This design comes from an exercise in tuning for small area on the open sky130 flow, not from production work.
The RTL was checked by simulation tests, not by an equivalence proof against the original design.
No activity file was given, so power comes from the tool's default toggle rates.

==> flow/design.v (outline; a module is shown in full before it is edited, if it fits) <==
// module g_a21o: 3 lines
// module g_a22o: 3 lines
// module g_a31oi: 3 lines
// module g_a32o: 3 lines
// module g_a32oi: 3 lines
// module g_and2: 3 lines
// module g_and3: 3 lines
// module g_inv: 3 lines
// module g_nand2: 3 lines
// module g_nand3: 3 lines
// module g_nor2: 3 lines
// module g_o21a: 3 lines
// module g_o21ai: 3 lines
// module g_o21bai: 3 lines
// module g_o22ai: 3 lines
// module g_or2: 3 lines
// module g_xnor2: 3 lines
// module g_xor2: 3 lines
// module dot8: 584 lines
// module fa: 4 lines
// module ctl: 269 lines
// module top_module: 48 lines
module top_module (
    input clk,
    input rst,
    input en,
    input init,
    input [127:0] in_data,
    output [6:0] seven_seg,
    output [7:0] com
);
  // ...
==> flow/flow/run.sh <==
#!/bin/bash
# Standard layout, with the port buffers made of the smallest buffer cell.
set -e
cp standard.sh standard_sh.log
export BUFFER_PORTS_ARGS="-buffer_cell sky130_fd_sc_hd__buf_1"
bash standard.sh > standard.log 2>&1
==> flow/standard.sh <==
#!/bin/bash
# synth_recipe.tcl (not shown) runs the flow's synth.tcl, then flattens the netlist and writes it again
# the make line also repeats each setting of config.mk as NAME=value (left out here)
make -C /OpenROAD-flow-scripts/flow DESIGN_CONFIG=/design/flow/config.mk WORK_HOME=/design/flow/orfs CLKGATE_MAP_FILE= SYNTH_SCRIPT=/design/flow/synth_recipe.tcl "${@:-finish}"
==> flow/config.mk <==
export PLATFORM = sky130hd
export DESIGN_NAME = top_module
export DESIGN_NICKNAME = top_module
export VERILOG_FILES = /design/flow/design.v
export SDC_FILE = /design/flow/constraint.sdc
export NUM_CORES = 4
export LEC_CHECK = 0
export CAP_MARGIN = 20
export CORE_MARGIN = 2
export CORE_UTILIZATION = 60
export CTS_BUF_LIST = sky130_fd_sc_hd__clkbuf_8
export SLEW_MARGIN = 20
export SYNTH_HIERARCHICAL = 1
export SYNTH_MINIMUM_KEEP_SIZE = 0
==> flow/constraint.sdc <==
create_clock -name core_clock -period 18.0 [get_ports {clk}]
set_input_delay 3.6000 -clock core_clock [delete_from_list [all_inputs] [get_ports {clk}]]
set_output_delay 3.6000 -clock core_clock [all_outputs]
set_load 0.01 [all_outputs]
==> flow_summary.toml, run 1 <==
[cells_and_area]
post-route-util = 0.688
register_area_sq_um = 485
buf_share = 0.0738
final_common_cell = "nand2_1"

[clocking]
root_buffer = "clkbuf_8"
clock_latency_ns = 0.27
clkTransAtPathRegs_ns = 0.07
postCtsSetupBuffers = 0
clk_path_buf_depth = 2
cts_tree = "built"

[critical_path]
cp-endpoint = "dr[7]"
crit_slowest_cell = "fa_1"
cp-end-kind = "register"
crit_required_ns = 18.16

[timing]
rsz0062_at_grt = "no"
hold_ws_ns = 0.482
finalSetupTns_ns = 0
setup_viol = 0

[logic_synthesis]
netlist_area_sq_mm = 0.00681
synth_area_leader_cell = "fa_1"
synthTopCellsByArea = "fa_1 (50%), nand2_1 (18%), xor2_1 (15%), dfxtp_1 (5.3%), a22o_1 (2.3%)"
synth_top_cell_area_share = 0.497
yosysMostFrequentCell = "nand2_1"
synth_cell_types = 22

[grt]
grt_first_pass_wirelength_um = 32700
gr-usage-all-layers = 0.345

[power_and_ir_drop]
leakagePower_nw = 2.81
p_comb_w = 0.00134

[hold_path]
holdPathStages = 1

[route]
m1WireLength_um = 7800
dr.first_iter.drc_count = 585
first_pass_iters = 7

[die]
start_util = 0.623
fp.dieArea_sq_mm = 0.0122

[placed_design]
io_buffers = 146
gp_congestion = 0.957

[run_status]
status = "complete, no violations"
==> module ctl, before the edit <==
module ctl (state, cnt, m, qv, en, init, rst, dr, q0, state_n, cnt_n, m_n, qv_n, write, seg, com);
    input [1:0] state;
    wire [1:0] state;
    input [2:0] cnt;
    wire [2:0] cnt;
    input m;
    wire m;
    input qv;
    wire qv;
    input en;
    wire en;
    input init;
    wire init;
    input rst;
    wire rst;
    input [7:0] dr;
    wire [7:0] dr;
    input [7:0] q0;
    wire [7:0] q0;
    output [1:0] state_n;
    wire [1:0] state_n;
    output [2:0] cnt_n;
    wire [2:0] cnt_n;
    output m_n;
    wire m_n;
    output qv_n;
    wire qv_n;
    output write;
    wire write;
    output [6:0] seg;
    wire [6:0] seg;
    output [7:0] com;
    wire [7:0] com;
    wire _000_;
    wire _001_;
    wire _002_;
    wire _003_;
    wire _004_;
    wire _005_;
    wire _006_;
    wire _007_;
    wire _008_;
    wire _009_;
    wire _010_;
    wire _011_;
    wire _012_;
    wire _013_;
    wire _014_;
    wire _015_;
    wire _016_;
    wire _017_;
    wire _018_;
    wire _019_;
    wire _020_;
    wire _021_;
    wire _022_;
    wire _023_;
    wire _024_;
    wire _025_;
    wire _026_;
    wire _027_;
    wire _028_;
    wire _029_;
    wire _030_;
    wire _031_;
    wire _032_;
    wire _033_;
    wire _034_;
    wire _035_;
    wire _036_;
    wire _037_;
    wire _038_;
    wire _039_;
    wire _040_;
    wire _041_;
    wire _042_;
    wire _043_;
    wire _044_;
    wire _045_;
    wire _046_;
    wire _047_;
    wire _048_;
    wire _049_;
    wire _050_;
    wire _051_;
    wire _052_;
    wire _053_;
    wire _054_;
    wire _055_;
    wire _056_;
    wire _057_;
    wire _058_;
    wire _059_;
    wire _060_;
    wire _061_;
    wire _062_;
    wire _063_;
    wire _064_;
    wire _065_;
    wire _066_;
    wire _067_;
    wire _068_;
    wire _069_;
    wire _070_;
    wire _071_;
    wire _072_;
    wire _073_;
    wire _074_;
    wire _075_;
    wire _076_;
    wire _077_;
    wire _078_;
    wire _079_;
    wire _080_;
    wire _081_;
    wire _082_;
    wire _083_;
    wire _084_;
    wire _085_;
    wire _086_;
    wire _087_;
    wire _088_;
    wire _089_;
    wire _090_;
    wire _091_;
    wire _092_;
    wire _093_;
    wire _094_;
    wire _095_;
    wire _096_;
    wire _097_;
    wire _098_;
    wire _099_;
    wire _100_;
    wire _101_;
    wire _102_;
    wire _103_;
    wire _104_;
    wire _105_;
    g_inv c_106_ (.A(cnt[1]), .Y(_064_));
    g_nand2 c_107_ (.A(_064_), .B(cnt[0]), .Y(_065_));
    g_nor2 c_108_ (.A(cnt[2]), .B(_065_), .Y(com[1]));
    g_inv c_109_ (.A(cnt[2]), .Y(_066_));
    g_nor2 c_110_ (.A(cnt[0]), .B(cnt[1]), .Y(_067_));
    g_inv c_111_ (.A(_067_), .Y(_068_));
    g_nor2 c_112_ (.A(_066_), .B(_068_), .Y(com[4]));
    g_inv c_113_ (.A(cnt[0]), .Y(cnt_n[0]));
    g_nand2 c_114_ (.A(cnt_n[0]), .B(cnt[1]), .Y(_069_));
    g_nor2 c_115_ (.A(cnt[2]), .B(_069_), .Y(com[2]));
    g_nor2 c_116_ (.A(cnt[2]), .B(_068_), .Y(com[0]));
    g_nor2 c_117_ (.A(cnt_n[0]), .B(_064_), .Y(_070_));
    g_inv c_118_ (.A(_070_), .Y(_071_));
    g_nor2 c_119_ (.A(_066_), .B(_071_), .Y(com[7]));
    g_nor2 c_120_ (.A(_066_), .B(_065_), .Y(com[5]));
    g_nor2 c_121_ (.A(_066_), .B(_069_), .Y(com[6]));
    g_nand2 c_122_ (.A(state[0]), .B(state[1]), .Y(_072_));
    g_nand2 c_123_ (.A(_072_), .B(q0[1]), .Y(_073_));
    g_o21ai c_124_ (.A1(dr[1]), .A2(_072_), .B1(_073_), .Y(_074_));
    g_nand2 c_125_ (.A(_072_), .B(q0[4]), .Y(_075_));
    g_o21ai c_126_ (.A1(dr[4]), .A2(_072_), .B1(_075_), .Y(_076_));
    g_nand2 c_127_ (.A(_072_), .B(q0[6]), .Y(_077_));
    g_o21ai c_128_ (.A1(dr[6]), .A2(_072_), .B1(_077_), .Y(_078_));
    g_inv c_129_ (.A(_078_), .Y(_079_));
    g_nor2 c_130_ (.A(_076_), .B(_079_), .Y(_080_));
    g_inv c_131_ (.A(_080_), .Y(_081_));
    g_nand2 c_132_ (.A(_072_), .B(q0[5]), .Y(_082_));
    g_o21ai c_133_ (.A1(dr[5]), .A2(_072_), .B1(_082_), .Y(_083_));
    g_inv c_134_ (.A(_083_), .Y(_084_));
    g_inv c_135_ (.A(dr[7]), .Y(_085_));
    g_nand2 c_136_ (.A(_072_), .B(q0[7]), .Y(_086_));
    g_o21ai c_137_ (.A1(_085_), .A2(_072_), .B1(_086_), .Y(_087_));
    g_nand2 c_138_ (.A(_084_), .B(_087_), .Y(_088_));
    g_inv c_139_ (.A(_087_), .Y(_089_));
    g_nand2 c_140_ (.A(_089_), .B(_083_), .Y(_090_));
    g_nand2 c_141_ (.A(_072_), .B(q0[3]), .Y(_091_));
    g_o21ai c_142_ (.A1(dr[3]), .A2(_072_), .B1(_091_), .Y(_092_));
    g_nand3 c_143_ (.A(_088_), .B(_090_), .C(_092_), .Y(_093_));
    g_nand2 c_144_ (.A(_093_), .B(_088_), .Y(_094_));
    g_a21o c_145_ (.A1(_088_), .A2(_090_), .B1(_092_), .X(_095_));
    g_nand2 c_146_ (.A(_095_), .B(_093_), .Y(_096_));
    g_o21ai c_147_ (.A1(_081_), .A2(_094_), .B1(_096_), .Y(_097_));
    g_nand2 c_148_ (.A(_072_), .B(q0[2]), .Y(_098_));
    g_o21ai c_149_ (.A1(dr[2]), .A2(_072_), .B1(_098_), .Y(_099_));
    g_inv c_150_ (.A(_099_), .Y(_100_));
    g_a31oi c_151_ (.A1(_094_), .A2(_076_), .A3(_079_), .B1(_100_), .Y(_101_));
    g_inv c_152_ (.A(_094_), .Y(_102_));
    g_nand2 c_153_ (.A(_079_), .B(_076_), .Y(_103_));
    g_nand2 c_154_ (.A(_102_), .B(_103_), .Y(_104_));
    g_nand2 c_155_ (.A(_104_), .B(_081_), .Y(_105_));
    g_xor2 c_156_ (.A(_096_), .B(_105_), .X(_000_));
    g_nand3 c_157_ (.A(_102_), .B(_095_), .C(_080_), .Y(_001_));
    g_nand2 c_158_ (.A(_001_), .B(_097_), .Y(_002_));
    g_nand2 c_159_ (.A(_002_), .B(_105_), .Y(_003_));
    g_nand3 c_160_ (.A(_000_), .B(_003_), .C(_101_), .Y(_004_));
    g_a22o c_161_ (.A1(_097_), .A2(_101_), .B1(_004_), .B2(_000_), .X(_005_));
    g_nor2 c_162_ (.A(_074_), .B(_005_), .Y(_006_));
    g_inv c_163_ (.A(_006_), .Y(_007_));
    g_nand2 c_164_ (.A(_005_), .B(_074_), .Y(_008_));
    g_nand2 c_165_ (.A(_007_), .B(_008_), .Y(_009_));
    g_o21ai c_166_ (.A1(_102_), .A2(_103_), .B1(_003_), .Y(_010_));
    g_nand2 c_167_ (.A(_010_), .B(_100_), .Y(_011_));
    g_nand2 c_168_ (.A(_004_), .B(_011_), .Y(_012_));
    g_inv c_169_ (.A(_012_), .Y(_013_));
    g_nand3 c_170_ (.A(_013_), .B(_002_), .C(_074_), .Y(_014_));
    g_nor2 c_171_ (.A(_100_), .B(_000_), .Y(_015_));
    g_nor2 c_172_ (.A(_010_), .B(_015_), .Y(_016_));
    g_inv c_173_ (.A(_016_), .Y(_017_));
    g_nand2 c_174_ (.A(_089_), .B(_078_), .Y(_018_));
    g_nand2 c_175_ (.A(_079_), .B(_087_), .Y(_019_));
    g_nand2 c_176_ (.A(_018_), .B(_019_), .Y(_020_));
    g_nand2 c_177_ (.A(_017_), .B(_020_), .Y(_021_));
    g_o21a c_178_ (.A1(_083_), .A2(_003_), .B1(_021_), .X(_022_));
    g_nand2 c_179_ (.A(_089_), .B(_092_), .Y(_023_));
    g_nand2 c_180_ (.A(_083_), .B(_078_), .Y(_024_));
    g_a32oi c_181_ (.A1(_022_), .A2(_019_), .A3(_023_), .B1(_089_), .B2(_024_), .Y(_025_));
    g_o21ai c_182_ (.A1(_017_), .A2(_025_), .B1(com[1]), .Y(_026_));
    g_nand3 c_183_ (.A(com[0]), .B(_087_), .C(_078_), .Y(_027_));
    g_nand2 c_184_ (.A(_026_), .B(_027_), .Y(_028_));
    g_a32o c_185_ (.A1(com[2]), .A2(_009_), .A3(_014_), .B1(_028_), .B2(_022_), .X(_029_));
    g_nand2 c_186_ (.A(_029_), .B(m), .Y(_030_));
    g_nand2 c_187_ (.A(_009_), .B(com[2]), .Y(_031_));
    g_o21ai c_188_ (.A1(_074_), .A2(_002_), .B1(cnt[1]), .Y(_032_));
    g_xor2 c_189_ (.A(_083_), .B(_078_), .X(_033_));
    g_o21ai c_190_ (.A1(_033_), .A2(_016_), .B1(cnt[0]), .Y(_034_));
    g_nand2 c_191_ (.A(_003_), .B(_018_), .Y(_035_));
    g_nor2 c_192_ (.A(_035_), .B(_017_), .Y(_036_));
    g_o22ai c_193_ (.A1(_012_), .A2(_032_), .B1(_034_), .B2(_036_), .Y(_037_));
    g_nand3 c_194_ (.A(_031_), .B(_037_), .C(m), .Y(_038_));
    g_inv c_195_ (.A(m), .Y(_039_));
    g_nand2 c_196_ (.A(_007_), .B(_013_), .Y(_040_));
    g_nand2 c_197_ (.A(_006_), .B(_012_), .Y(_041_));
    g_o21ai c_198_ (.A1(_084_), .A2(_035_), .B1(_021_), .Y(_042_));
    g_o21a c_199_ (.A1(_084_), .A2(_021_), .B1(com[1]), .X(_043_));
    g_a32oi c_200_ (.A1(_040_), .A2(com[2]), .A3(_041_), .B1(_042_), .B2(_043_), .Y(_044_));
    g_nor2 c_201_ (.A(_039_), .B(_044_), .Y(_045_));
    g_nor2 c_202_ (.A(cnt[2]), .B(_070_), .Y(_046_));
    g_nand3 c_203_ (.A(_030_), .B(_038_), .C(_046_), .Y(_047_));
    g_nand2 c_204_ (.A(_072_), .B(q0[0]), .Y(_048_));
    g_o21ai c_205_ (.A1(dr[0]), .A2(_072_), .B1(_048_), .Y(_049_));
    g_nand2 c_206_ (.A(_014_), .B(_005_), .Y(_050_));
    g_a22o c_207_ (.A1(com[2]), .A2(_049_), .B1(_050_), .B2(com[1]), .X(_051_));
    g_nand2 c_208_ (.A(_045_), .B(_051_), .Y(_052_));
    g_a32oi c_209_ (.A1(_030_), .A2(_038_), .A3(_045_), .B1(_047_), .B2(_052_), .Y(seg[6]));
    g_a31oi c_210_ (.A1(_025_), .A2(_066_), .A3(_067_), .B1(_051_), .Y(_053_));
    g_inv c_211_ (.A(_053_), .Y(_054_));
    g_nand3 c_212_ (.A(seg[6]), .B(m), .C(_054_), .Y(_055_));
    g_nand3 c_213_ (.A(_029_), .B(m), .C(_044_), .Y(_056_));
    g_nand2 c_214_ (.A(_055_), .B(_056_), .Y(seg[5]));
    g_nand3 c_215_ (.A(_030_), .B(_038_), .C(_045_), .Y(_057_));
    g_o21ai c_216_ (.A1(_039_), .A2(_053_), .B1(_057_), .Y(seg[4]));
    g_o21ai c_217_ (.A1(_053_), .A2(seg[6]), .B1(seg[4]), .Y(_058_));
    g_inv c_218_ (.A(_058_), .Y(seg[3]));
    g_nor2 c_219_ (.A(_054_), .B(_056_), .Y(seg[2]));
    g_and2 c_220_ (.A(_058_), .B(_045_), .X(seg[1]));
    g_nor2 c_221_ (.A(_047_), .B(_058_), .Y(seg[0]));
    g_nor2 c_222_ (.A(_046_), .B(com[7]), .Y(cnt_n[2]));
    g_nor2 c_223_ (.A(_067_), .B(_070_), .Y(cnt_n[1]));
    g_nor2 c_224_ (.A(state[1]), .B(init), .Y(_059_));
    g_inv c_225_ (.A(init), .Y(_060_));
    g_nor2 c_226_ (.A(state[0]), .B(state[1]), .Y(_061_));
    g_o21bai c_227_ (.A1(_060_), .A2(_061_), .B1_N(rst), .Y(_062_));
    g_nor2 c_228_ (.A(_059_), .B(_062_), .Y(state_n[0]));
    g_nor2 c_229_ (.A(cnt[2]), .B(_071_), .Y(com[3]));
    g_nand2 c_230_ (.A(state[0]), .B(en), .Y(_063_));
    g_nor2 c_231_ (.A(state[1]), .B(_063_), .Y(write));
    g_or2 c_232_ (.A(qv), .B(write), .X(qv_n));
    g_and3 c_233_ (.A(state[1]), .B(en), .C(qv), .X(m_n));
    g_nor2 c_234_ (.A(_061_), .B(_062_), .Y(state_n[1]));
endmodule
==> inputs of run 2 (changes only) <==
--- a/flow/design.v
+++ b/flow/design.v
@@ -1,3 +1,3 @@
-module g_a21o (input A1, A2, B1, output X);
-    assign X = (A1&A2) | (B1);
+module g_a21oi (input A1, A2, B1, output Y);
+    assign Y = (~A1&~B1) | (~A2&~B1);
 endmodule
@@ -9,5 +9,2 @@
 endmodule
-module g_a32o (input A1, A2, A3, B1, B2, output X);
-    assign X = (A1&A2&A3) | (B1&B2);
-endmodule
 module g_a32oi (input A1, A2, A3, B1, B2, output Y);
@@ -27,2 +24,5 @@
 endmodule
+module g_nand2b (input A_N, B, output Y);
+    assign Y = (A_N) | (~B);
+endmodule
 module g_nand3 (input A, B, C, output Y);
@@ -33,2 +33,8 @@
 endmodule
+module g_nor2b (input A, B_N, output Y);
+    assign Y = (~A&B_N);
+endmodule
+module g_nor3 (input A, B, C, output Y);
+    assign Y = (~A&~B&~C);
+endmodule
 module g_o21a (input A1, A2, B1, output X);
@@ -39,4 +45,7 @@
 endmodule
-module g_o21bai (input A1, A2, B1_N, output Y);
-    assign Y = (~A1&~A2) | (B1_N);
+module g_o221a (input A1, A2, B1, B2, C1, output X);
+    assign X = (A1&B1&C1) | (A2&B1&C1) | (A1&B2&C1) | (A2&B2&C1);
+endmodule
+module g_o221ai (input A1, A2, B1, B2, C1, output Y);
+    assign Y = (~B1&~B2) | (~A1&~A2) | (~C1);
 endmodule
@@ -45,2 +54,11 @@
 endmodule
+module g_o311ai (input A1, A2, A3, B1, C1, output Y);
+    assign Y = (~A1&~A2&~A3) | (~B1) | (~C1);
+endmodule
+module g_o31ai (input A1, A2, A3, B1, output Y);
+    assign Y = (~A1&~A2&~A3) | (~B1);
+endmodule
+module g_o41a (input A1, A2, A3, A4, B1, output X);
+    assign X = (A1&B1) | (A2&B1) | (A3&B1) | (A4&B1);
+endmodule
 module g_or2 (input A, B, output X);
@@ -767,145 +785,117 @@
     wire _091_;
-    wire _092_;
-    wire _093_;
-    wire _094_;
-    wire _095_;
-    wire _096_;
-    wire _097_;
-    wire _098_;
-    wire _099_;
-    wire _100_;
-    wire _101_;
-    wire _102_;
-    wire _103_;
-    wire _104_;
-    wire _105_;
-    g_inv c_106_ (.A(cnt[1]), .Y(_064_));
-    g_nand2 c_107_ (.A(_064_), .B(cnt[0]), .Y(_065_));
-    g_nor2 c_108_ (.A(cnt[2]), .B(_065_), .Y(com[1]));
-    g_inv c_109_ (.A(cnt[2]), .Y(_066_));
-    g_nor2 c_110_ (.A(cnt[0]), .B(cnt[1]), .Y(_067_));
-    g_inv c_111_ (.A(_067_), .Y(_068_));
-    g_nor2 c_112_ (.A(_066_), .B(_068_), .Y(com[4]));
-    g_inv c_113_ (.A(cnt[0]), .Y(cnt_n[0]));
-    g_nand2 c_114_ (.A(cnt_n[0]), .B(cnt[1]), .Y(_069_));
-    g_nor2 c_115_ (.A(cnt[2]), .B(_069_), .Y(com[2]));
-    g_nor2 c_116_ (.A(cnt[2]), .B(_068_), .Y(com[0]));
-    g_nor2 c_117_ (.A(cnt_n[0]), .B(_064_), .Y(_070_));
-    g_inv c_118_ (.A(_070_), .Y(_071_));
-    g_nor2 c_119_ (.A(_066_), .B(_071_), .Y(com[7]));
-    g_nor2 c_120_ (.A(_066_), .B(_065_), .Y(com[5]));
-    g_nor2 c_121_ (.A(_066_), .B(_069_), .Y(com[6]));
-    g_nand2 c_122_ (.A(state[0]), .B(state[1]), .Y(_072_));
-    g_nand2 c_123_ (.A(_072_), .B(q0[1]), .Y(_073_));
-    g_o21ai c_124_ (.A1(dr[1]), .A2(_072_), .B1(_073_), .Y(_074_));
-    g_nand2 c_125_ (.A(_072_), .B(q0[4]), .Y(_075_));
-    g_o21ai c_126_ (.A1(dr[4]), .A2(_072_), .B1(_075_), .Y(_076_));
-    g_nand2 c_127_ (.A(_072_), .B(q0[6]), .Y(_077_));
-    g_o21ai c_128_ (.A1(dr[6]), .A2(_072_), .B1(_077_), .Y(_078_));
-    g_inv c_129_ (.A(_078_), .Y(_079_));
-    g_nor2 c_130_ (.A(_076_), .B(_079_), .Y(_080_));
-    g_inv c_131_ (.A(_080_), .Y(_081_));
-    g_nand2 c_132_ (.A(_072_), .B(q0[5]), .Y(_082_));
-    g_o21ai c_133_ (.A1(dr[5]), .A2(_072_), .B1(_082_), .Y(_083_));
-    g_inv c_134_ (.A(_083_), .Y(_084_));
-    g_inv c_135_ (.A(dr[7]), .Y(_085_));
-    g_nand2 c_136_ (.A(_072_), .B(q0[7]), .Y(_086_));
-    g_o21ai c_137_ (.A1(_085_), .A2(_072_), .B1(_086_), .Y(_087_));
-    g_nand2 c_138_ (.A(_084_), .B(_087_), .Y(_088_));
-    g_inv c_139_ (.A(_087_), .Y(_089_));
-    g_nand2 c_140_ (.A(_089_), .B(_083_), .Y(_090_));
-    g_nand2 c_141_ (.A(_072_), .B(q0[3]), .Y(_091_));
-    g_o21ai c_142_ (.A1(dr[3]), .A2(_072_), .B1(_091_), .Y(_092_));
-    g_nand3 c_143_ (.A(_088_), .B(_090_), .C(_092_), .Y(_093_));
-    g_nand2 c_144_ (.A(_093_), .B(_088_), .Y(_094_));
-    g_a21o c_145_ (.A1(_088_), .A2(_090_), .B1(_092_), .X(_095_));
-    g_nand2 c_146_ (.A(_095_), .B(_093_), .Y(_096_));
-    g_o21ai c_147_ (.A1(_081_), .A2(_094_), .B1(_096_), .Y(_097_));
-    g_nand2 c_148_ (.A(_072_), .B(q0[2]), .Y(_098_));
-    g_o21ai c_149_ (.A1(dr[2]), .A2(_072_), .B1(_098_), .Y(_099_));
-    g_inv c_150_ (.A(_099_), .Y(_100_));
-    g_a31oi c_151_ (.A1(_094_), .A2(_076_), .A3(_079_), .B1(_100_), .Y(_101_));
-    g_inv c_152_ (.A(_094_), .Y(_102_));
-    g_nand2 c_153_ (.A(_079_), .B(_076_), .Y(_103_));
-    g_nand2 c_154_ (.A(_102_), .B(_103_), .Y(_104_));
-    g_nand2 c_155_ (.A(_104_), .B(_081_), .Y(_105_));
-    g_xor2 c_156_ (.A(_096_), .B(_105_), .X(_000_));
-    g_nand3 c_157_ (.A(_102_), .B(_095_), .C(_080_), .Y(_001_));
-    g_nand2 c_158_ (.A(_001_), .B(_097_), .Y(_002_));
-    g_nand2 c_159_ (.A(_002_), .B(_105_), .Y(_003_));
-    g_nand3 c_160_ (.A(_000_), .B(_003_), .C(_101_), .Y(_004_));
-    g_a22o c_161_ (.A1(_097_), .A2(_101_), .B1(_004_), .B2(_000_), .X(_005_));
-    g_nor2 c_162_ (.A(_074_), .B(_005_), .Y(_006_));
-    g_inv c_163_ (.A(_006_), .Y(_007_));
-    g_nand2 c_164_ (.A(_005_), .B(_074_), .Y(_008_));
-    g_nand2 c_165_ (.A(_007_), .B(_008_), .Y(_009_));
-    g_o21ai c_166_ (.A1(_102_), .A2(_103_), .B1(_003_), .Y(_010_));
-    g_nand2 c_167_ (.A(_010_), .B(_100_), .Y(_011_));
-    g_nand2 c_168_ (.A(_004_), .B(_011_), .Y(_012_));
-    g_inv c_169_ (.A(_012_), .Y(_013_));
-    g_nand3 c_170_ (.A(_013_), .B(_002_), .C(_074_), .Y(_014_));
-    g_nor2 c_171_ (.A(_100_), .B(_000_), .Y(_015_));
-    g_nor2 c_172_ (.A(_010_), .B(_015_), .Y(_016_));
-    g_inv c_173_ (.A(_016_), .Y(_017_));
-    g_nand2 c_174_ (.A(_089_), .B(_078_), .Y(_018_));
-    g_nand2 c_175_ (.A(_079_), .B(_087_), .Y(_019_));
-    g_nand2 c_176_ (.A(_018_), .B(_019_), .Y(_020_));
-    g_nand2 c_177_ (.A(_017_), .B(_020_), .Y(_021_));
-    g_o21a c_178_ (.A1(_083_), .A2(_003_), .B1(_021_), .X(_022_));
-    g_nand2 c_179_ (.A(_089_), .B(_092_), .Y(_023_));
-    g_nand2 c_180_ (.A(_083_), .B(_078_), .Y(_024_));
-    g_a32oi c_181_ (.A1(_022_), .A2(_019_), .A3(_023_), .B1(_089_), .B2(_024_), .Y(_025_));
-    g_o21ai c_182_ (.A1(_017_), .A2(_025_), .B1(com[1]), .Y(_026_));
-    g_nand3 c_183_ (.A(com[0]), .B(_087_), .C(_078_), .Y(_027_));
-    g_nand2 c_184_ (.A(_026_), .B(_027_), .Y(_028_));
-    g_a32o c_185_ (.A1(com[2]), .A2(_009_), .A3(_014_), .B1(_028_), .B2(_022_), .X(_029_));
-    g_nand2 c_186_ (.A(_029_), .B(m), .Y(_030_));
-    g_nand2 c_187_ (.A(_009_), .B(com[2]), .Y(_031_));
-    g_o21ai c_188_ (.A1(_074_), .A2(_002_), .B1(cnt[1]), .Y(_032_));
-    g_xor2 c_189_ (.A(_083_), .B(_078_), .X(_033_));
-    g_o21ai c_190_ (.A1(_033_), .A2(_016_), .B1(cnt[0]), .Y(_034_));
-    g_nand2 c_191_ (.A(_003_), .B(_018_), .Y(_035_));
-    g_nor2 c_192_ (.A(_035_), .B(_017_), .Y(_036_));
-    g_o22ai c_193_ (.A1(_012_), .A2(_032_), .B1(_034_), .B2(_036_), .Y(_037_));
-    g_nand3 c_194_ (.A(_031_), .B(_037_), .C(m), .Y(_038_));
-    g_inv c_195_ (.A(m), .Y(_039_));
-    g_nand2 c_196_ (.A(_007_), .B(_013_), .Y(_040_));
-    g_nand2 c_197_ (.A(_006_), .B(_012_), .Y(_041_));
-    g_o21ai c_198_ (.A1(_084_), .A2(_035_), .B1(_021_), .Y(_042_));
-    g_o21a c_199_ (.A1(_084_), .A2(_021_), .B1(com[1]), .X(_043_));
-    g_a32oi c_200_ (.A1(_040_), .A2(com[2]), .A3(_041_), .B1(_042_), .B2(_043_), .Y(_044_));
-    g_nor2 c_201_ (.A(_039_), .B(_044_), .Y(_045_));
-    g_nor2 c_202_ (.A(cnt[2]), .B(_070_), .Y(_046_));
-    g_nand3 c_203_ (.A(_030_), .B(_038_), .C(_046_), .Y(_047_));
-    g_nand2 c_204_ (.A(_072_), .B(q0[0]), .Y(_048_));
-    g_o21ai c_205_ (.A1(dr[0]), .A2(_072_), .B1(_048_), .Y(_049_));
-    g_nand2 c_206_ (.A(_014_), .B(_005_), .Y(_050_));
-    g_a22o c_207_ (.A1(com[2]), .A2(_049_), .B1(_050_), .B2(com[1]), .X(_051_));
-    g_nand2 c_208_ (.A(_045_), .B(_051_), .Y(_052_));
-    g_a32oi c_209_ (.A1(_030_), .A2(_038_), .A3(_045_), .B1(_047_), .B2(_052_), .Y(seg[6]));
-    g_a31oi c_210_ (.A1(_025_), .A2(_066_), .A3(_067_), .B1(_051_), .Y(_053_));
-    g_inv c_211_ (.A(_053_), .Y(_054_));
-    g_nand3 c_212_ (.A(seg[6]), .B(m), .C(_054_), .Y(_055_));
-    g_nand3 c_213_ (.A(_029_), .B(m), .C(_044_), .Y(_056_));
-    g_nand2 c_214_ (.A(_055_), .B(_056_), .Y(seg[5]));
-    g_nand3 c_215_ (.A(_030_), .B(_038_), .C(_045_), .Y(_057_));
-    g_o21ai c_216_ (.A1(_039_), .A2(_053_), .B1(_057_), .Y(seg[4]));
-    g_o21ai c_217_ (.A1(_053_), .A2(seg[6]), .B1(seg[4]), .Y(_058_));
-    g_inv c_218_ (.A(_058_), .Y(seg[3]));
-    g_nor2 c_219_ (.A(_054_), .B(_056_), .Y(seg[2]));
-    g_and2 c_220_ (.A(_058_), .B(_045_), .X(seg[1]));
-    g_nor2 c_221_ (.A(_047_), .B(_058_), .Y(seg[0]));
-    g_nor2 c_222_ (.A(_046_), .B(com[7]), .Y(cnt_n[2]));
-    g_nor2 c_223_ (.A(_067_), .B(_070_), .Y(cnt_n[1]));
-    g_nor2 c_224_ (.A(state[1]), .B(init), .Y(_059_));
-    g_inv c_225_ (.A(init), .Y(_060_));
-    g_nor2 c_226_ (.A(state[0]), .B(state[1]), .Y(_061_));
-    g_o21bai c_227_ (.A1(_060_), .A2(_061_), .B1_N(rst), .Y(_062_));
-    g_nor2 c_228_ (.A(_059_), .B(_062_), .Y(state_n[0]));
-    g_nor2 c_229_ (.A(cnt[2]), .B(_071_), .Y(com[3]));
-    g_nand2 c_230_ (.A(state[0]), .B(en), .Y(_063_));
-    g_nor2 c_231_ (.A(state[1]), .B(_063_), .Y(write));
-    g_or2 c_232_ (.A(qv), .B(write), .X(qv_n));
-    g_and3 c_233_ (.A(state[1]), .B(en), .C(qv), .X(m_n));
-    g_nor2 c_234_ (.A(_061_), .B(_062_), .Y(state_n[1]));
+    g_inv c_092_ (.A(cnt[0]), .Y(cnt_n[0]));
+    g_nor3 c_093_ (.A(cnt_n[0]), .B(cnt[1]), .C(cnt[2]), .Y(com[1]));
+    g_inv c_094_ (.A(cnt[2]), .Y(_050_));
+    g_nor2 c_095_ (.A(cnt[0]), .B(cnt[1]), .Y(_051_));
+    g_inv c_096_ (.A(_051_), .Y(_052_));
+    g_nor2 c_097_ (.A(_050_), .B(_052_), .Y(com[4]));
+    g_inv c_098_ (.A(cnt[1]), .Y(_053_));
+    g_nor3 c_099_ (.A(cnt[0]), .B(_053_), .C(cnt[2]), .Y(com[2]));
+    g_nor2 c_100_ (.A(cnt[2]), .B(_052_), .Y(com[0]));
+    g_nor2 c_101_ (.A(cnt_n[0]), .B(_053_), .Y(_054_));
+    g_inv c_102_ (.A(_054_), .Y(_055_));
+    g_nor2 c_103_ (.A(_050_), .B(_055_), .Y(com[7]));
+    g_nor3 c_104_ (.A(cnt_n[0]), .B(cnt[1]), .C(_050_), .Y(com[5]));
+    g_nor3 c_105_ (.A(cnt[0]), .B(_053_), .C(_050_), .Y(com[6]));
+    g_nand2 c_106_ (.A(state[0]), .B(state[1]), .Y(_056_));
+    g_inv c_107_ (.A(_056_), .Y(_057_));
+    g_nand2 c_108_ (.A(dr[5]), .B(_057_), .Y(_058_));
+    g_o21ai c_109_ (.A1(q0[5]), .A2(_057_), .B1(_058_), .Y(_059_));
+    g_inv c_110_ (.A(_059_), .Y(_060_));
+    g_o22ai c_111_ (.A1(q0[7]), .A2(_057_), .B1(dr[7]), .B2(_056_), .Y(_061_));
+    g_inv c_112_ (.A(_061_), .Y(_062_));
+    g_o22ai c_113_ (.A1(_060_), .A2(_061_), .B1(_059_), .B2(_062_), .Y(_063_));
+    g_nand2 c_114_ (.A(dr[3]), .B(_057_), .Y(_064_));
+    g_o21ai c_115_ (.A1(q0[3]), .A2(_057_), .B1(_064_), .Y(_065_));
+    g_nor2 c_116_ (.A(_063_), .B(_065_), .Y(_066_));
+    g_a21oi c_117_ (.A1(_059_), .A2(_062_), .B1(_066_), .Y(_067_));
+    g_nand2 c_118_ (.A(dr[6]), .B(_057_), .Y(_068_));
+    g_o21ai c_119_ (.A1(q0[6]), .A2(_057_), .B1(_068_), .Y(_069_));
+    g_nor2 c_120_ (.A(q0[4]), .B(_057_), .Y(_070_));
+    g_a21oi c_121_ (.A1(dr[4]), .A2(_057_), .B1(_070_), .Y(_071_));
+    g_nor2 c_122_ (.A(_069_), .B(_071_), .Y(_072_));
+    g_nand2 c_123_ (.A(_067_), .B(_072_), .Y(_073_));
+    g_and2 c_124_ (.A(_063_), .B(_065_), .X(_074_));
+    g_o21ai c_125_ (.A1(_066_), .A2(_074_), .B1(_073_), .Y(_075_));
+    g_o21a c_126_ (.A1(_073_), .A2(_074_), .B1(_075_), .X(_076_));
+    g_nand2 c_127_ (.A(_069_), .B(_071_), .Y(_077_));
+    g_o21ai c_128_ (.A1(_067_), .A2(_072_), .B1(_077_), .Y(_078_));
+    g_nor2 c_129_ (.A(_076_), .B(_078_), .Y(_079_));
+    g_inv c_130_ (.A(_079_), .Y(_080_));
+    g_inv c_131_ (.A(_069_), .Y(_081_));
+    g_nand2 c_132_ (.A(dr[2]), .B(_057_), .Y(_082_));
+    g_o21ai c_133_ (.A1(q0[2]), .A2(_057_), .B1(_082_), .Y(_083_));
+    g_nor2 c_134_ (.A(_066_), .B(_074_), .Y(_084_));
+    g_nor2 c_135_ (.A(_084_), .B(_078_), .Y(_085_));
+    g_a21oi c_136_ (.A1(_084_), .A2(_078_), .B1(_085_), .Y(_086_));
+    g_o22ai c_137_ (.A1(_067_), .A2(_077_), .B1(_083_), .B2(_086_), .Y(_087_));
+    g_nor2 c_138_ (.A(_079_), .B(_087_), .Y(_088_));
+    g_inv c_139_ (.A(_088_), .Y(_089_));
+    g_o221ai c_140_ (.A1(_061_), .A2(_069_), .B1(_062_), .B2(_081_), .C1(_089_), .Y(_090_));
+    g_o21ai c_141_ (.A1(_060_), .A2(_080_), .B1(_090_), .Y(_091_));
+    g_nor2 c_142_ (.A(_059_), .B(_069_), .Y(_000_));
+    g_o21ai c_143_ (.A1(_062_), .A2(_065_), .B1(_081_), .Y(_001_));
+    g_o22ai c_144_ (.A1(_062_), .A2(_000_), .B1(_091_), .B2(_001_), .Y(_002_));
+    g_nand2 c_145_ (.A(_088_), .B(_002_), .Y(_003_));
+    g_a32oi c_146_ (.A1(_062_), .A2(_081_), .A3(com[0]), .B1(com[1]), .B2(_003_), .Y(_004_));
+    g_nor2 c_147_ (.A(_091_), .B(_004_), .Y(_005_));
+    g_inv c_148_ (.A(_083_), .Y(_006_));
+    g_o21ai c_149_ (.A1(_067_), .A2(_077_), .B1(_006_), .Y(_007_));
+    g_inv c_150_ (.A(_007_), .Y(_008_));
+    g_o22ai c_151_ (.A1(_075_), .A2(_007_), .B1(_086_), .B2(_008_), .Y(_009_));
+    g_nand2 c_152_ (.A(dr[1]), .B(_057_), .Y(_010_));
+    g_o21ai c_153_ (.A1(q0[1]), .A2(_057_), .B1(_010_), .Y(_011_));
+    g_nand2 c_154_ (.A(_009_), .B(_011_), .Y(_012_));
+    g_inv c_155_ (.A(_012_), .Y(_013_));
+    g_nor2 c_156_ (.A(_009_), .B(_011_), .Y(_014_));
+    g_o21ai c_157_ (.A1(_013_), .A2(_014_), .B1(com[2]), .Y(_015_));
+    g_o22ai c_158_ (.A1(_006_), .A2(_089_), .B1(_083_), .B2(_088_), .Y(_016_));
+    g_inv c_159_ (.A(_016_), .Y(_017_));
+    g_nor3 c_160_ (.A(_011_), .B(_017_), .C(_076_), .Y(_018_));
+    g_nor2 c_161_ (.A(_015_), .B(_018_), .Y(_019_));
+    g_o21ai c_162_ (.A1(_005_), .A2(_019_), .B1(m), .Y(_020_));
+    g_o21ai c_163_ (.A1(_062_), .A2(_069_), .B1(_080_), .Y(_021_));
+    g_o21ai c_164_ (.A1(_059_), .A2(_021_), .B1(_090_), .Y(_022_));
+    g_or2 c_165_ (.A(_059_), .B(_090_), .X(_023_));
+    g_o22ai c_166_ (.A1(_012_), .A2(_017_), .B1(_013_), .B2(_016_), .Y(_024_));
+    g_a32oi c_167_ (.A1(com[1]), .A2(_022_), .A3(_023_), .B1(com[2]), .B2(_024_), .Y(_025_));
+    g_nand2b c_168_ (.A_N(_020_), .B(_025_), .Y(_026_));
+    g_nor2 c_169_ (.A(dr[0]), .B(_056_), .Y(_027_));
+    g_a21oi c_170_ (.A1(q0[0]), .A2(_056_), .B1(_027_), .Y(_028_));
+    g_o21ai c_171_ (.A1(_009_), .A2(_018_), .B1(com[1]), .Y(_029_));
+    g_o41a c_172_ (.A1(cnt[0]), .A2(_053_), .A3(cnt[2]), .A4(_028_), .B1(_029_), .X(_030_));
+    g_o31ai c_173_ (.A1(cnt[2]), .A2(_052_), .A3(_002_), .B1(_030_), .Y(_031_));
+    g_inv c_174_ (.A(m), .Y(_032_));
+    g_or2 c_175_ (.A(_032_), .B(_025_), .X(_033_));
+    g_inv c_176_ (.A(_015_), .Y(_034_));
+    g_nand2 c_177_ (.A(_076_), .B(_011_), .Y(_035_));
+    g_a21oi c_178_ (.A1(_059_), .A2(_069_), .B1(_000_), .Y(_036_));
+    g_o221a c_179_ (.A1(_088_), .A2(_036_), .B1(_087_), .B2(_021_), .C1(cnt[0]), .X(_037_));
+    g_a31oi c_180_ (.A1(cnt[1]), .A2(_035_), .A3(_016_), .B1(_037_), .Y(_038_));
+    g_nor2 c_181_ (.A(cnt[2]), .B(_054_), .Y(_039_));
+    g_o311ai c_182_ (.A1(_032_), .A2(_034_), .A3(_038_), .B1(_039_), .C1(_020_), .Y(_040_));
+    g_nor2 c_183_ (.A(_033_), .B(_040_), .Y(_041_));
+    g_o21a c_184_ (.A1(_033_), .A2(_030_), .B1(_040_), .X(_042_));
+    g_nor2 c_185_ (.A(_041_), .B(_042_), .Y(seg[6]));
+    g_nand3 c_186_ (.A(m), .B(_031_), .C(seg[6]), .Y(_043_));
+    g_nand2 c_187_ (.A(_026_), .B(_043_), .Y(seg[5]));
+    g_inv c_188_ (.A(_041_), .Y(_044_));
+    g_nand2 c_189_ (.A(m), .B(_031_), .Y(_045_));
+    g_nand2 c_190_ (.A(_044_), .B(_045_), .Y(seg[4]));
+    g_o21ai c_191_ (.A1(_044_), .A2(_031_), .B1(_043_), .Y(seg[3]));
+    g_nor2 c_192_ (.A(_026_), .B(_031_), .Y(seg[2]));
+    g_nor2 c_193_ (.A(_033_), .B(seg[3]), .Y(seg[1]));
+    g_nor2b c_194_ (.A(_040_), .B_N(seg[3]), .Y(seg[0]));
+    g_nor2 c_195_ (.A(com[7]), .B(_039_), .Y(cnt_n[2]));
+    g_nor2 c_196_ (.A(_051_), .B(_054_), .Y(cnt_n[1]));
+    g_nor2 c_197_ (.A(state[0]), .B(state[1]), .Y(_046_));
+    g_inv c_198_ (.A(_046_), .Y(_047_));
+    g_a21oi c_199_ (.A1(init), .A2(_047_), .B1(rst), .Y(_048_));
+    g_o21a c_200_ (.A1(state[1]), .A2(init), .B1(_048_), .X(state_n[0]));
+    g_nor2 c_201_ (.A(cnt[2]), .B(_055_), .Y(com[3]));
+    g_nand2 c_202_ (.A(state[0]), .B(en), .Y(_049_));
+    g_nor2 c_203_ (.A(state[1]), .B(_049_), .Y(write));
+    g_or2 c_204_ (.A(qv), .B(write), .X(qv_n));
+    g_and3 c_205_ (.A(state[1]), .B(qv), .C(en), .X(m_n));
+    g_nor2b c_206_ (.A(_046_), .B_N(_048_), .Y(state_n[1]));
 endmodule
==> flow/flow/run.sh (replaced) <==
#!/bin/bash
# Standard layout with two changes: port buffers of the smallest buffer
# cell, and logic cells reset to drive strength 1 after the standard
# synthesis (downsize.tcl; registers are left as they are).
set -e
F=$(cd "$(dirname "$0")" && pwd)
export BUFFER_PORTS_ARGS="-buffer_cell sky130_fd_sc_hd__buf_1"
bash standard.sh synth > standard_synth.log 2>&1
ODB=$(ls $PWD/orfs/results/*/top_module/base/1_synth.odb)
ODB=$ODB BASES="$(cat $F/bases.txt)" openroad -no_init -exit $F/downsize.tcl > downsize.log 2>&1
bash standard.sh > standard.log 2>&1
==> flow/flow/bases.txt (new file) <==
a2111o a2111oi a211o a211oi a21bo a21boi a21o a21oi a221o a221oi a222oi a22o a22oi a2bb2o a2bb2oi a311o a311oi a31o a31oi a32o a32oi a41o a41oi and2 and2b and3 and3b and4 and4b and4bb inv maj3 mux2 mux2i mux4 nand2 nand2b nand3 nand3b nand4 nand4b nand4bb nor2 nor2b nor3 nor3b nor4 nor4b nor4bb o2111a o2111ai o211a o211ai o21a o21ai o21ba o21bai o221a o221ai o22a o22ai o2bb2a o2bb2ai o311a o311ai o31a o31ai o32a o32ai o41a o41ai or2 or2b or3 or3b or4 or4b or4bb xnor2 xnor3 xor2 xor3
==> flow/flow/downsize.tcl (new file) <==
# Gives every logic cell of the synthesised netlist drive strength 1: the
# design's logic is written as one-cell modules that the standard synthesis
# maps separately, and its ABC pass upsizes some of them. Later repair steps
# upsize again wherever timing or slew needs it.
set odb $::env(ODB)
read_db $odb
set db [ord::get_db]
set block [ord::get_db_block]
set bases [split [string trim $::env(BASES)]]
set n 0
foreach inst [$block getInsts] {
  set mname [[$inst getMaster] getName]
  if {[regexp {^sky130_fd_sc_hd__([a-z0-9]+)_([0-9]+)$} $mname -> base sz]} {
    if {$sz ne "1" && [lsearch -exact $bases $base] >= 0} {
      set m1 [$db findMaster sky130_fd_sc_hd__${base}_1]
      if {$m1 ne "NULL"} {
        puts "downsize [$inst getName] $mname"
        $inst swapMaster $m1
        incr n
      }
    }
  }
}
puts "downsized $n cells"
write_db $odb
==> run 2 against run 1 <==
Effect of this change:
- hold slack improved by 0.0010 ns
- via count shrank 0.96%
- non-clock buffer count did not move
- synthesized area is 0.46% lower
- global-route usage decreased by 0.36 points
- design area fell by 0.42%
- maximum frequency is 2.7% lower
- sequential power decreased by 1%
- wire length shrank 1.7%
- critical endpoint is now seven_seg[0]
- still clean
- clock skew is 0.0016 ns lower
==> flow_summary.toml, run 2 <==
[critical_path]
cp-end-kind = "output port"
cp-endpoint = "seven_seg[0]"
rr_worst_depth = 5
cpPeakStageDelay_ns = 0.39
setup.worst_path.start = "state[1]"
crit_top_cell = "o21ai_1"
cp_data_arrival_time_ns = 5.07
path_buf_inv = 4
cp.depth = 27
regToRegEndpoint = "dr[0]"
crit_slowest_cell = "dfxtp_1"
crit_required_ns = 14.40
r2r_slack_ns = 16.56
cp_top_family = "compound AO/OA/AOI/OAI gates"
cp_max_fo = 13
r2r-start = "state[0]"
crit_type = "register to output port"
start_kind = "register"

[power_and_ir_drop]
cellPowerDensity_mw_per_mm2 = 188
peakVddDrop_mv = 0.252
total_power_w = 0.00141
leakagePower_nw = 2.75

[die]
start_util = 0.620
die_w_um = 110
fp.dieArea_sq_mm = 0.0122
core_sq_mm = 0.0109
num_rows = 38
io_pins = 147
dieHeight_um = 110

[clocking]
cts_made_buffers = 3
cts_htree_levels = 1
cts_sinks = 23
postCtsSetupBuffers = 0
cts_tree = "built"
clock_latency_ns = 0.27
root_buffer = "clkbuf_8"
clk_path_buf_depth = 2
cts_resized = 0
clkTransAtPathRegs_ns = 0.08
hold_buffers = 0

[route]
dr.first_iter.drc_count = 444
vias = 5781
drc_errors = 0
wl_per_cell_um = 19.2
via_per_inst = 5.63
routed_wl_um = 19700
first_pass_iters = 5
antenna_left = 0

[grt]
grt_pass1_vias = 5941
overflow = 0
grt_max_degree = 19
gr-usage-all-layers = 0.342
antenna_found_initial = 0
grt_first_pass_wirelength_um = 30200

[placed_design]
gp_congestion = 0.968
dp_hpwl_um = 17500
io_buffers = 146
dp.cells = 1023

[timing]
post-route-min-period_ns = 8.67
finalSetupTns_ns = 0
setup_viol = 0
drv_slew = 0
max_freq_mhz = 115
final.setup_skew_ns = 0.00167
rsz0062_at_grt = "no"
hold_viol = 0
fin_crit_sh = 0.481
maxSlewHeadroom = 0.601
tightest_slew_ns = 0.599

[cells_and_area]
final_cell_mix = "nand2_1 (303), fa_1 (169), buf_1 (146), xor2_1 (111), nor2_1 (27)"
area.growth.synth_to_final_pct = 10.6
num_antenna_cells = 0
drive_above_1_share = 0.00451
nNetsFinal = 1189
fillers = 908
final_common_cell = "nand2_1"
final_cells = 1027
top_regs = "dr (8), q0 (8), cnt (3)"

[logic_synthesis]
syn_area_per_cell_sq_um = 9.11
yosys_warnings = 7
netlist_area_sq_mm = 0.00678
synth_nets = 1045
syn_inst = 744

[run]
max_cap_violations = 0

[run_status]
status = "complete, no violations"

[hold_path]
hold_class = "register to register"
-- run 2: worst register-to-register path, stage by stage, from the launching register on --
cell     delay, ns
dfxtp_1       0.35
nand2_1       0.06
nor2_1        0.09
buf_4         0.23
inv_1         0.28
a22o_1        0.32
-- run 2: report_power, final --
| part | switching, W | total, W | internal [W] |
|---|---|---|---|
| Combinational | 0.000684 | 0.00130 | 0.000619 |
| Clock | 0.0000162 | 0.0000314 | 0.0000153 |
| Sequential | 0.00000790 | 0.0000748 | 0.0000670 |
-- run 2: worst min path at each step --
stage          from  to  slack [ns]  depth (start not counted)
6_report         qv  qv        0.48                          1
5_1_grt          qv  qv        0.49                          1
4_1_cts          qv  qv        0.49                          1
3_5_place_dp     qv  qv        0.46                          1
3_3_place_gp     qv  qv        0.44                          1
2_1_floorplan    qv  qv        0.42                          1
-- run 2: metal layers --
metal	wire [um]	GRT usage	vias up
met3	1340	0.0376	27
met4	469	0.0839	0
met2	10300	0.626	240
met1	7600	0.435	2909
li1	-	-	2605
met5	0	0	-
-- run 2: final cells by class --
type,instances,area (sq um),share of cell area
Clock buffer,3,41.3,0.00551
Clock inverter,1,3.75,0.000501
Inverter,21,78.8,0.0105
Multi-Input combinational cell,692,6150,0.821
Sequential cell,23,485,0.0648
Tap cell,140,175,0.0234
Timing Repair Buffer,147,556,0.0741
-- run 2: metrics by stage --
step                      cell area (sq um)   util  hold WS (ns)  worst slack [ns]
after floorplan                        6780      -         0.422              9.82
after global placement                 7450  0.681         0.441              9.29
after detailed placement               7450  0.681         0.463              9.22
after CTS                              7490  0.685         0.486              9.42
after global routing                   7490  0.685         0.490              8.83
final                                  7490  0.685         0.483              9.33

[separate check: timing with driven ports]
How much do the figures lean on ideal ports? The routed layouts below were timed once more, with nothing changed but the port constraints.
Step 1 (the two cells are an assumption about what drives the block):
set clk [get_ports {clk}]
set_driving_cell -lib_cell sky130_fd_sc_hd__clkbuf_16 $clk
set_driving_cell -lib_cell sky130_fd_sc_hd__buf_2 [delete_from_list [all_inputs] $clk]
Step 2 times the ports against the registers' clock, not the clock port: input delays grow and output delays shrink by t, the midpoint of the rising clock arrivals with the driver on.
Three values: no drivers, after step 1, after step 2; two values: the first two.
run | t (ns) | setup WS [ns] | worst setup path after step 2 | cell pins on the clock port's net
run 1 | 0.296 | 9.567 / 9.567 / 9.271 | input to register | 1
run 2 | 0.289 | 9.334 / 9.309 / 9.209 | input to register | 1
After both steps every run listed still meets setup and hold. For run 1, which loses most, drivers alone change the setup slack by 0.000 ns; drivers and shift together by -0.296 ns.
